Background: an optimization exercise with open tools, aiming at small area. Do not read the settings as production practice.
Only simulation tests tie the RTL to the original design; equivalence was not proved.
Power figures rest on the tool's default switching activity, not on a simulated workload. No driver is modelled on the clock port, so clocking that relies on it looks cheaper here than on a real chip.

==> flow/design.v (excerpt) <==
module UART_TOP_own (
    input               clk,
    input               rstn,
    input       [3:0]   paddr_i,
    input       [31:0]  pwdata_i,
    input               psel_i,
    input               penable_i,
    input               pwrite_i,
    input               rx_in,
    output reg          tx_out,
    output reg          uart_int_o,
    output reg  [31:0]  prdata_o
);
For scale: ~1800 cells after synthesis, about 600 flip-flops, ~23000 um^2 of cells after synthesis.
export LEC_CHECK = 0
export CAP_MARGIN = 20
export CORE_MARGIN = 2
export CORE_UTILIZATION = 65
export SLEW_MARGIN = 20
create_clock -name core_clock -period 8.0 [get_ports {clk}]
standard.sh (not shown) runs the stock make flow with config.mk's settings and CLKGATE_MAP_FILE= SYNTH_SCRIPT=/design/flow/synth_recipe.tcl, a recipe that flattens the netlist after the stock synthesis.
==> flow/flow/run.sh <==
#!/bin/bash
# Layout flow: the standard flow (standard.sh, with its synthesis unchanged)
# with these changes:
#  - after the floorplan, OpenROAD's restructure re-maps the combinational
#    logic for area (registers are not touched), using a copy of the liberty
#    file without the platform's don't-use cells;
#  - 1x buffers on the ports;
#  - an area-oriented clock tree (larger sink clusters, no dummy loads).
# Each tool's output goes to a log of its own in this folder; ORFS writes each
# step's own log under orfs/logs.
set -euo pipefail
HERE=$(pwd)
FLOWDIR=$(cd "$(dirname "$0")" && pwd)
export BUFFER_PORTS_ARGS="-buffer_cell sky130_fd_sc_hd__buf_1"
export CTS_ARGS="-sink_clustering_enable -repair_clock_nets -sink_clustering_size 30 -sink_clustering_max_diameter 130 -dont_use_dummy_load"

bash standard.sh floorplan > flow_floorplan.log 2>&1

python3 "$FLOWDIR/libfilter.py" "$FLOW_HOME/platforms/sky130hd/lib/sky130_fd_sc_hd__tt_025C_1v80.lib" \
  "$HERE/restructure.lib" 'sky130_fd_sc_hd__lpflow_*' 'sky130_fd_sc_hd__probe*' > libfilter.log 2>&1
mkdir -p "$HERE/restructure"
RES="$HERE/orfs/results/sky130hd/UART_TOP_own/base" LIB="$HERE/restructure.lib" WD="$HERE/restructure" \
  openroad -no_init -exit "$FLOWDIR/restructure.tcl" > restructure.log 2>&1

bash standard.sh finish > flow_finish.log 2>&1
Other scripts of this flow, unchanged in this note and not shown: flow/flow/libfilter.py, flow/flow/restructure.tcl
Edit:
--- a/flow/design.v
+++ b/flow/design.v
@@ -166,32 +166,33 @@
 integer i;
 always @(posedge clk) begin
     for (i = 0; i < 8; i = i + 1) begin
         tq1[i] <= tq0[i];
         tq0[i] <= (tx_inj && tx_slot[3:1] == i) ? r_tx[7:0] : tq1[i];
     end
-    if (tx_re) txh <= txh + 4'd1;
     if (rx_re) rx_dout <= rx_q;
     for (i = 1; i < 16; i = i + 1) rxr[i] <= rxr[i-1];
     rxr[0] <= (rx_inj && !rx_ipos[3]) ? rx_din : rxr[15];
     rxr[8] <= (rx_inj &&  rx_ipos[3]) ? rx_din : rxr[7];
-    rph <= rph + 4'd1;
-    if (rx_re) rxh <= rxh + 4'd1;
 end
 always @(posedge clk or negedge rstn) begin
     if (!rstn) begin
         tx_op <= OP_NONE; rx_op <= OP_NONE;
         tx_fcnt <= 5'd0; rx_fcnt <= 5'd0;
         tx_dout <= 8'd0; rx_pv <= 1'b0; rx_pend <= 1'b0; tx_pushed <= 1'b0;
+        rph <= 4'd0; txh <= 4'd0; rxh <= 4'd0;
     end else begin
         tx_fcnt <= tx_cnt;
         rx_fcnt <= rx_cnt;
         tx_op <= tx_frst ? OP_CLR : (tx_we & ~tx_re) ? OP_INC : (tx_re & ~tx_we) ? OP_DEC : OP_NONE;
         rx_op <= rx_frst ? OP_CLR : (rx_we & ~rx_re) ? OP_INC : (rx_re & ~rx_we) ? OP_DEC : OP_NONE;
         if (tx_re) tx_dout <= tx_q;
         tx_pushed <= tx_we;
+        rph <= rph + 4'd1;
+        if (tx_re) txh <= txh + 4'd1;
+        if (rx_re) rxh <= rxh + 4'd1;
         if (rx_re) rx_pv <= 1'b1;
         if (rx_we) rx_pend <= 1'b1;
         else if (rx_inj || rx_frst || (rx_re && rx_byp)) rx_pend <= 1'b0;
     end
 end
 reg  [13:0] cnt_rx, cnt_tx;
What happened:
- The changed run ran to the end with no violations
- design area came out higher by 0.50%
- non-clock buffer count came out higher by 3
- via count stays flat
- routed wire length came out higher by 0.52%
- total power came out lower by 2.0%
- fmax came out lower by 5.7%

========
Setup of the baseline:
UART_TOP_own, a different RTL version from the one above (not shown whole).
Size in the first run: roughly 1700 cells after synthesis, ~600 flip-flops, ~76 I/O pins.
clock: 8.0 ns
lec_check: 0
cap_margin: 20
core_margin: 2
core_utilization: 65
slew_margin: 20
==> flow/flow/run.sh <==
#!/bin/bash
# Layout flow: the standard flow (standard.sh, with its synthesis unchanged)
# with these changes:
#  - after the floorplan, OpenROAD's restructure re-maps the combinational
#    logic for area (registers are not touched), using a copy of the liberty
#    file without the platform's don't-use cells;
#  - 1x buffers on the ports;
#  - an area-oriented clock tree (larger sink clusters, no dummy loads).
# Each tool's output goes to a log of its own in this folder; ORFS writes each
# step's own log under orfs/logs.
set -euo pipefail
HERE=$(pwd)
FLOWDIR=$(cd "$(dirname "$0")" && pwd)
export BUFFER_PORTS_ARGS="-buffer_cell sky130_fd_sc_hd__buf_1"
export CTS_ARGS="-sink_clustering_enable -repair_clock_nets -sink_clustering_size 28 -sink_clustering_max_diameter 120 -dont_use_dummy_load"

bash standard.sh floorplan > flow_floorplan.log 2>&1

python3 "$FLOWDIR/libfilter.py" "$FLOW_HOME/platforms/sky130hd/lib/sky130_fd_sc_hd__tt_025C_1v80.lib" \
  "$HERE/restructure.lib" 'sky130_fd_sc_hd__lpflow_*' 'sky130_fd_sc_hd__probe*' > libfilter.log 2>&1
mkdir -p "$HERE/restructure"
RES="$HERE/orfs/results/sky130hd/UART_TOP_own/base" LIB="$HERE/restructure.lib" WD="$HERE/restructure" \
  openroad -no_init -exit "$FLOWDIR/restructure.tcl" > restructure.log 2>&1

bash standard.sh finish > flow_finish.log 2>&1
Other scripts of this flow, unchanged in this note and not shown: flow/flow/libfilter.py, flow/flow/restructure.tcl
#### Input delta (the candidate over the baseline)
--- a/flow/design.v
+++ b/flow/design.v
@@ -66,24 +66,21 @@
         end
         rx_frst <= uart_conf[15];
         tx_frst <= uart_conf[14];
     end
 end
 wire c_check  = cfs[0];
 wire c_parity = cfs[1];
 wire c_stop   = cfs[2];
 wire c_stchk  = cfs[3];
 reg  [7:0]  txm [0:15];
-reg  [7:0]  rxr [0:15];
-reg  [3:0]  rph;                   
-reg  [3:0]  rxh;                   
-reg         rx_pend;               
+reg  [7:0]  rxm [0:15];
 reg  [4:0]  tx_fcnt, rx_fcnt;      
 reg  [1:0]  tx_op, rx_op;          
 wire [4:0]  tx_cnt, rx_cnt;        
 reg  [7:0]  tx_dout, rx_dout;
 reg         rx_pv;                 
 wire        tx_wr_en, tx_rd_en, rx_wr_en, rx_rd_en;
 wire [7:0]  rx_din;
 localparam OP_NONE = 2'd0, OP_INC = 2'd1, OP_DEC = 2'd2, OP_CLR = 2'd3;
 assign tx_cnt = (tx_op == OP_CLR) ? 5'd0 : (tx_op == OP_INC) ? tx_fcnt + 5'd1 :
                 (tx_op == OP_DEC) ? tx_fcnt - 5'd1 : tx_fcnt;
@@ -113,55 +110,48 @@
         case (s[3:2])
         2'd0: mux16 = l[7:0];
         2'd1: mux16 = l[15:8];
         2'd2: mux16 = l[23:16];
         default: mux16 = l[31:24];
         endcase
     end
 endfunction
 wire [7:0] tx_q = mux16({txm[15], txm[14], txm[13], txm[12], txm[11], txm[10], txm[9], txm[8],
                          txm[7], txm[6], txm[5], txm[4], txm[3], txm[2], txm[1], txm[0]}, tx_cnt[3:0]);
-wire [3:0] rx_hpos = rxh + rph;                   
-wire [3:0] rx_ipos = rxh + rx_cnt[3:0] + rph;      
-wire       rx_inj  = rx_pend & (rx_ipos[2:0] == 3'd0);
-wire       rx_byp  = rx_pend & (rx_cnt == 5'd1);   
-wire [7:0] rx_q = rx_byp ? rx_din :
-                  mux16({rxr[15], rxr[14], rxr[13], rxr[12], rxr[11], rxr[10], rxr[9], rxr[8],
-                         rxr[7], rxr[6], rxr[5], rxr[4], rxr[3], rxr[2], rxr[1], rxr[0]}, rx_hpos);
+wire [7:0] rx_q = mux16({rxm[15], rxm[14], rxm[13], rxm[12], rxm[11], rxm[10], rxm[9], rxm[8],
+                         rxm[7], rxm[6], rxm[5], rxm[4], rxm[3], rxm[2], rxm[1], rxm[0]}, rx_cnt[3:0]);
 integer i;
 always @(posedge clk) begin
     if (tx_we) begin
         txm[1] <= uart_tx[7:0];
         for (i = 2; i < 16; i = i + 1) txm[i] <= txm[i-1];
         txm[0] <= txm[15];
     end
     if (rx_re) rx_dout <= rx_q;
-    for (i = 1; i < 16; i = i + 1) rxr[i] <= rxr[i-1];
-    rxr[0] <= (rx_inj && !rx_ipos[3]) ? rx_din : rxr[15];
-    rxr[8] <= (rx_inj &&  rx_ipos[3]) ? rx_din : rxr[7];
-    rph <= rph + 4'd1;
-    if (rx_re) rxh <= rxh + 4'd1;
+    if (rx_we) begin
+        rxm[1] <= rx_din;
+        for (i = 2; i < 16; i = i + 1) rxm[i] <= rxm[i-1];
+        rxm[0] <= rxm[15];
+    end
 end
 always @(posedge clk or negedge rstn) begin
     if (!rstn) begin
         tx_op <= OP_NONE; rx_op <= OP_NONE;
         tx_fcnt <= 5'd0; rx_fcnt <= 5'd0;
-        tx_dout <= 8'd0; rx_pv <= 1'b0; rx_pend <= 1'b0;
+        tx_dout <= 8'd0; rx_pv <= 1'b0;
     end else begin
         tx_fcnt <= tx_cnt;
         rx_fcnt <= rx_cnt;
         tx_op <= tx_frst ? OP_CLR : (tx_we & ~tx_re) ? OP_INC : (tx_re & ~tx_we) ? OP_DEC : OP_NONE;
         rx_op <= rx_frst ? OP_CLR : (rx_we & ~rx_re) ? OP_INC : (rx_re & ~rx_we) ? OP_DEC : OP_NONE;
         if (tx_re) tx_dout <= tx_q;
         if (rx_re) rx_pv <= 1'b1;
-        if (rx_we) rx_pend <= 1'b1;
-        else if (rx_inj || rx_frst || (rx_re && rx_byp)) rx_pend <= 1'b0;
     end
 end
 reg  [13:0] cnt_rx, cnt_tx;
 reg         tx_bps_en;
 wire        rx_bps_en;
 wire        cv_nz   = |cv;
 wire        rx_wrap = cv_nz & (cnt_rx[13:4] >= cv);
 wire        tx_wrap = cv_nz & (cnt_tx[13:4] >= cv);
 always @(posedge clk or negedge rstn) begin
     if (!rstn) begin
==> comparison <==
Diff the baseline..the candidate | share of final layout cell area taken by non-clock buffers | negligible
Summary: full die area, the candidate worse than the baseline
Relative to the baseline, the number of synthesized flops with an enable pin of the candidate is higher by 36%.
Looking at via density per instance across the baseline and the candidate, the one that comes out lower is the baseline.
Synthesis-to-finish area growth: the baseline vs the candidate, no meaningful difference
The run showing the smaller maximum achievable frequency is the baseline.
Area occupied by multi-input gates: the candidate vs the baseline down 6.4%
Delta (the candidate minus the baseline): number of buffers created by CTS dropped 4.0%; TritonCTS sink count dropped 9.
The estimated power of the candidate ends up higher than the estimate for the baseline.

-- static timing again, ports no longer ideal --
The results above use ideal ports. As a check the final layouts listed here were re-extracted and re-timed, cells and wires unchanged.
Step 1 (the two cells are an assumption about what drives the block):
set clk [get_ports {clk}]
set_driving_cell -lib_cell sky130_fd_sc_hd__clkbuf_16 $clk
set_driving_cell -lib_cell sky130_fd_sc_hd__buf_2 [delete_from_list [all_inputs] $clk]
Step 2 adds t to the input delays and takes it off the output delays; t is the mean of the earliest and latest rising clock arrival at the registers after step 1. Input paths then give back, and output paths get back, about the clock's delay inside the block.
a / b / c = ideal ports / drivers / drivers and shift; a / b = the first two.
| run | shift t [ns] | slack for setup (ns) | worst setup path after step 2 | pins driven straight from the clock port |
|---|---|---|---|---|
| the first run of note 1 | 0.615 | 1.555 / 1.498 / 1.498 | input to output | 1 |
| the second run of note 1 | 0.615 | 1.167 / 1.114 / 1.114 | input to output | 1 |
| the baseline | 0.627 | 1.687 / 1.628 / 1.628 | input to output | 1 |
| the candidate | 0.623 | 1.931 / 1.851 / 1.851 | input to output | 1 |
After both steps setup and hold are still met in every run listed. For the candidate, which loses most, drivers alone change the setup slack by -0.080 ns; drivers and shift together by -0.080 ns.
